This design comes from an exercise in tuning for small area and a short achievable clock period on the open sky130 flow, not from production work.
Only simulation tests tie the RTL to the original design; equivalence was not proved.
Power figures rest on the tool's default switching activity, not on a simulated workload.

Design Processor_with_Power_Gating, start of the top module:
module Processor_with_Power_Gating(
    input  wire clk,
    input  wire reset,
    input  wire [3:0] alu_a,
    input  wire [3:0] alu_b,
    input  wire [2:0] alu_opcode,
    output wire [3:0] alu_result,
    input  wire [3:0] mem_addr,
    input  wire [7:0] mem_data_in,
    input  wire mem_write_en,
    input  wire mem_req_valid,
    output wire [7:0] mem_data_out,
    input  wire [7:0] io_in,
    input  wire io_write_en,
    input  wire io_read_request,
    output wire [7:0] io_out,
    output wire alu_idle,
    output wire mem_idle,
    output wire io_idle,
    output wire alu_power_gated,
    output wire mem_power_gated,
    output wire io_power_gated,
    output wire system_power_save_mode,
    output wire [1:0] active_modules_count,
    output wire [7:0] power_efficiency_metric,
    output wire alu_clk_en,
    output wire mem_clk_en,
    output wire io_clk_en
);
Size: roughly 860 cells after synthesis, ~12000 um2 of cells after synthesis.
==> module pg_ctrl, before the edit <==
module pg_ctrl(
    input  wire clk,
    input  wire reset,
    input  wire active,
    output wire idle_detect,
    output reg  power_gated,
    output wire clk_en
);
    reg [2:0] idle_counter;
    assign idle_detect = idle_counter[2] & idle_counter[1];
    assign clk_en      = ~power_gated;
    wire [2:0] count_next = (idle_counter == 3'd7) ? 3'd7 : idle_counter + 3'd1;
    always @(posedge clk or posedge reset) begin
        if (reset) begin
            idle_counter <= 3'd0;
            power_gated  <= 1'b0;
        end else begin
            idle_counter <= active ? 3'd0 : count_next;
            power_gated  <= ~active & (idle_counter == 3'd7);
        end
    end
endmodule
==> module Memory_with_power_gating, before the edit <==
module Memory_with_power_gating(
    input  wire clk,
    input  wire reset,
    input  wire [3:0] addr,
    input  wire [7:0] data_in,
    input  wire write_en,
    input  wire req_valid,
    output reg  [7:0] data_out,
    output wire idle_detect,
    output wire power_gated,
    output wire clk_en
);
    reg [7:0]  mem [0:15];
    reg [15:0] valid;
    reg [3:0] prev_addr;
    reg [7:0] prev_data_in;
    reg       prev_write_en;
    wire activity_detected = req_valid || (addr != prev_addr) ||
                             (data_in != prev_data_in) || (write_en != prev_write_en);
    wire [3:0] lo   = 4'd1 << addr[1:0];
    wire [3:0] hi   = 4'd1 << addr[3:2];
    wire       wr   = req_valid & write_en;
    wire       rd   = req_valid & ~write_en;
    wire [3:0] lo_w = lo & {4{wr}};
    wire [3:0] hi_r = hi & {4{rd}};
    wire [15:0] we_w, rd_sel;
    genvar w;
    generate
        for (w = 0; w < 16; w = w + 1) begin : word
            assign we_w[w]   = lo_w[w % 4] & hi[w / 4];
            assign rd_sel[w] = lo[w % 4] & hi_r[w / 4] & valid[w];
        end
    endgenerate
    reg  [7:0]  data_out_next;
    integer j;
    always @(*) begin
        data_out_next = ({8{wr}} & data_in) | ({8{~req_valid}} & data_out);
        for (j = 0; j < 16; j = j + 1)
            data_out_next = data_out_next | (mem[j] & {8{rd_sel[j]}});
    end
    integer m;
    always @(posedge clk) begin
        for (m = 0; m < 16; m = m + 1)
            if (we_w[m])
                mem[m] <= data_in;
    end
    always @(posedge clk or posedge reset) begin
        if (reset) begin
            data_out      <= 8'd0;
            valid         <= 16'd0;
            prev_addr     <= 4'd0;
            prev_data_in  <= 8'd0;
            prev_write_en <= 1'b0;
        end else begin
            data_out <= data_out_next;
            valid <= valid | we_w;
            prev_addr     <= addr;
            prev_data_in  <= data_in;
            prev_write_en <= write_en;
        end
    end
    pg_ctrl ctrl (
        .clk(clk), .reset(reset), .active(activity_detected),
        .idle_detect(idle_detect), .power_gated(power_gated), .clk_en(clk_en)
    );
endmodule
==> module Power_Management_Controller, before the edit <==
module Power_Management_Controller(
    input  wire clk,
    input  wire reset,
    input  wire alu_idle,
    input  wire mem_idle,
    input  wire io_idle,
    input  wire alu_power_gated,
    input  wire mem_power_gated,
    input  wire io_power_gated,
    output wire system_power_save_mode,
    output wire [1:0] active_modules_count,
    output wire [7:0] power_efficiency_metric
);
    reg  [7:0]  total_neg;
    reg  [12:0] gated25;
    reg  [6:0]  metric;
    reg  [1:0]  gated_units;
    assign active_modules_count = ~gated_units;
    assign system_power_save_mode = gated_units[1] & gated_units[0];
    assign power_efficiency_metric = {1'b0, metric};
    wire [7:0]  total_neg_next = (total_neg != 8'd1) ? total_neg - 8'd1 : total_neg;
    wire [12:0] gated25_next   = (system_power_save_mode && gated25 != 13'd6375) ?
                                 gated25 + 13'd25 : gated25;
    reg  [7:0]  div_r;
    reg  [2:0]  div_q;
    wire [14:0] num_next = {gated25_next, 2'b00};
    wire [8:0]  p6 = num_next[14:6];
    wire        q6, q5, q4;
    wire [7:0]  r6, r5, r4;
    pmc_div_step st6 (.p(p6),                 .tneg(total_neg_next), .q(q6), .r(r6));
    pmc_div_step st5 (.p({r6, num_next[5]}),  .tneg(total_neg_next), .q(q5), .r(r5));
    pmc_div_step st4 (.p({r5, num_next[4]}),  .tneg(total_neg_next), .q(q4), .r(r4));
    wire [14:0] num = {gated25, 2'b00};
    wire        q3, q2, q1, q0;
    wire [7:0]  r3, r2, r1, r0;
    pmc_div_step st3 (.p({div_r, num[3]}), .tneg(total_neg), .q(q3), .r(r3));
    pmc_div_step st2 (.p({r3, num[2]}),    .tneg(total_neg), .q(q2), .r(r2));
    pmc_div_step st1 (.p({r2, num[1]}),    .tneg(total_neg), .q(q1), .r(r1));
    pmc_div_step st0 (.p({r1, num[0]}),    .tneg(total_neg), .q(q0), .r(r0));
    always @(posedge clk or posedge reset) begin
        if (reset) begin
            gated_units            <= 2'b00;
            metric                 <= 7'd0;
            total_neg              <= 8'h00;
            gated25                <= 13'd0;
            div_r                  <= 8'd0;
            div_q                  <= 3'd0;
        end else begin
            total_neg <= total_neg_next;
            gated25   <= gated25_next;
            gated_units <= {1'b0, alu_power_gated} + {1'b0, mem_power_gated} + {1'b0, io_power_gated};
            div_r  <= r4;
            div_q  <= {q6, q5, q4};
            metric <= {div_q, q3, q2, q1, q0};
        end
    end
endmodule
Settings: LEC_CHECK=0, CAP_MARGIN=20, CORE_MARGIN=2, CORE_UTILIZATION=65, SLEW_MARGIN=20; clock period 90.0 ns.
standard.sh (not shown) runs the stock make flow with config.mk's settings and CLKGATE_MAP_FILE= SYNTH_SCRIPT=/design/flow/synth_recipe.tcl, a recipe that flattens the netlist after the stock synthesis.
==> flow/flow/run.sh <==
#!/bin/bash
# The standard layout (the standard.sh, unchanged synthesis and steps),
# with two changes:
#  - the port buffers that global placement inserts on every input and output
#    are sky130_fd_sc_hd__buf_2 instead of the default clkdlybuf4s50_1 delay
#    cell;
#  - clock tree synthesis inserts no dummy load cells, and builds the tree
#    from small clock buffers.
set -euo pipefail
export BUFFER_PORTS_ARGS="-buffer_cell sky130_fd_sc_hd__buf_2"
export CTS_ARGS="-sink_clustering_enable -repair_clock_nets -dont_use_dummy_load -root_buf sky130_fd_sc_hd__clkbuf_16 -buf_list {sky130_fd_sc_hd__clkbuf_2}"
bash standard.sh > standard.log 2>&1
Change:
--- a/flow/design.v
+++ b/flow/design.v
@@ -1,23 +1,24 @@
 module pg_ctrl(
     input  wire clk,
     input  wire reset,
     input  wire active,
-    output wire idle_detect,
+    output reg  idle_detect,
     output reg  power_gated,
     output wire clk_en
 );
+    assign clk_en = ~power_gated;
     reg [2:0] idle_counter;
-    assign idle_detect = idle_counter[2] & idle_counter[1];
-    assign clk_en      = ~power_gated;
     wire [2:0] count_next = (idle_counter == 3'd7) ? 3'd7 : idle_counter + 3'd1;
     always @(posedge clk or posedge reset) begin
         if (reset) begin
             idle_counter <= 3'd0;
+            idle_detect  <= 1'b0;
             power_gated  <= 1'b0;
         end else begin
             idle_counter <= active ? 3'd0 : count_next;
+            idle_detect  <= ~active & (idle_counter >= 3'd5);
             power_gated  <= ~active & (idle_counter == 3'd7);
         end
     end
 endmodule
 module ALU_with_power_gating(
@@ -100,17 +101,17 @@
                              (data_in != prev_data_in) || (write_en != prev_write_en);
     wire [3:0] lo   = 4'd1 << addr[1:0];
     wire [3:0] hi   = 4'd1 << addr[3:2];
     wire       wr   = req_valid & write_en;
     wire       rd   = req_valid & ~write_en;
-    wire [3:0] lo_w = lo & {4{wr}};
+    wire [3:0] hi_w = hi & {4{wr}};
     wire [3:0] hi_r = hi & {4{rd}};
     wire [15:0] we_w, rd_sel;
     genvar w;
     generate
         for (w = 0; w < 16; w = w + 1) begin : word
-            assign we_w[w]   = lo_w[w % 4] & hi[w / 4];
+            assign we_w[w]   = lo[w % 4] & hi_w[w / 4];
             assign rd_sel[w] = lo[w % 4] & hi_r[w / 4] & valid[w];
         end
     endgenerate
     reg  [7:0]  data_out_next;
     integer j;
@@ -210,20 +211,19 @@
     input  wire mem_idle,
     input  wire io_idle,
     input  wire alu_power_gated,
     input  wire mem_power_gated,
     input  wire io_power_gated,
-    output wire system_power_save_mode,
+    output reg  system_power_save_mode,
     output wire [1:0] active_modules_count,
     output wire [7:0] power_efficiency_metric
 );
     reg  [7:0]  total_neg;
     reg  [12:0] gated25;
     reg  [6:0]  metric;
     reg  [1:0]  gated_units;
     assign active_modules_count = ~gated_units;
-    assign system_power_save_mode = gated_units[1] & gated_units[0];
     assign power_efficiency_metric = {1'b0, metric};
     wire [7:0]  total_neg_next = (total_neg != 8'd1) ? total_neg - 8'd1 : total_neg;
     wire [12:0] gated25_next   = (system_power_save_mode && gated25 != 13'd6375) ?
                                  gated25 + 13'd25 : gated25;
     reg  [7:0]  div_r;
@@ -242,20 +242,22 @@
     pmc_div_step st2 (.p({r3, num[2]}),    .tneg(total_neg), .q(q2), .r(r2));
     pmc_div_step st1 (.p({r2, num[1]}),    .tneg(total_neg), .q(q1), .r(r1));
     pmc_div_step st0 (.p({r1, num[0]}),    .tneg(total_neg), .q(q0), .r(r0));
     always @(posedge clk or posedge reset) begin
         if (reset) begin
+            system_power_save_mode <= 1'b0;
             gated_units            <= 2'b00;
             metric                 <= 7'd0;
             total_neg              <= 8'h00;
             gated25                <= 13'd0;
             div_r                  <= 8'd0;
             div_q                  <= 3'd0;
         end else begin
             total_neg <= total_neg_next;
             gated25   <= gated25_next;
             gated_units <= {1'b0, alu_power_gated} + {1'b0, mem_power_gated} + {1'b0, io_power_gated};
+            system_power_save_mode <= alu_power_gated & mem_power_gated & io_power_gated;
             div_r  <= r4;
             div_q  <= {q6, q5, q4};
             metric <= {div_q, q3, q2, q1, q0};
         end
     end
What happened:
- The new run passed the timing, DRC and antenna checks
- setup slack improves by 0.10 ns
- register-to-register slack improves by 0.17 ns
- final cell count goes up by 2.2%
- synthesized cell count goes up by 2.5%
- utilization goes down by 1.0 points
- die area goes up by 1.4%
- routed wire length goes up by 4.9%
- combinational power is about the same
- via count goes up by 1.4%
- cell area goes up by 1.3%
- power goes up by 1.6%
- sequential cell count goes up by 4

afterwards: timing with drivers on the ports:
Ports are ideal in the flow. The routed layouts listed here were re-timed in OpenROAD. Step 1 (the two cells are an assumption about what drives the block):
set clk [get_ports {clk}]
set_driving_cell -lib_cell sky130_fd_sc_hd__clkbuf_16 $clk
set_driving_cell -lib_cell sky130_fd_sc_hd__buf_2 [delete_from_list [all_inputs] $clk]
Step 2 also shifts input and output timing later by t, the mid clock arrival at the registers, as if the neighbouring blocks saw the same clock. Slacks: no drivers / after step 1 / after step 2; pairs: no drivers / after step 1.
| run | shift t [ns] | slack for setup (ns) | worst register clock-pin slew, ns |
|---|---|---|---|
| the first run | 0.505 | 70.241 / 70.259 / 69.754 | 0.11 / 0.11 |
| the second run | 0.517 | 70.341 / 70.361 / 69.844 | 0.11 / 0.11 |
After both steps every run listed still meets setup and hold. For the second run, which loses most, drivers alone change the setup slack by +0.020 ns; drivers and shift together by -0.497 ns.
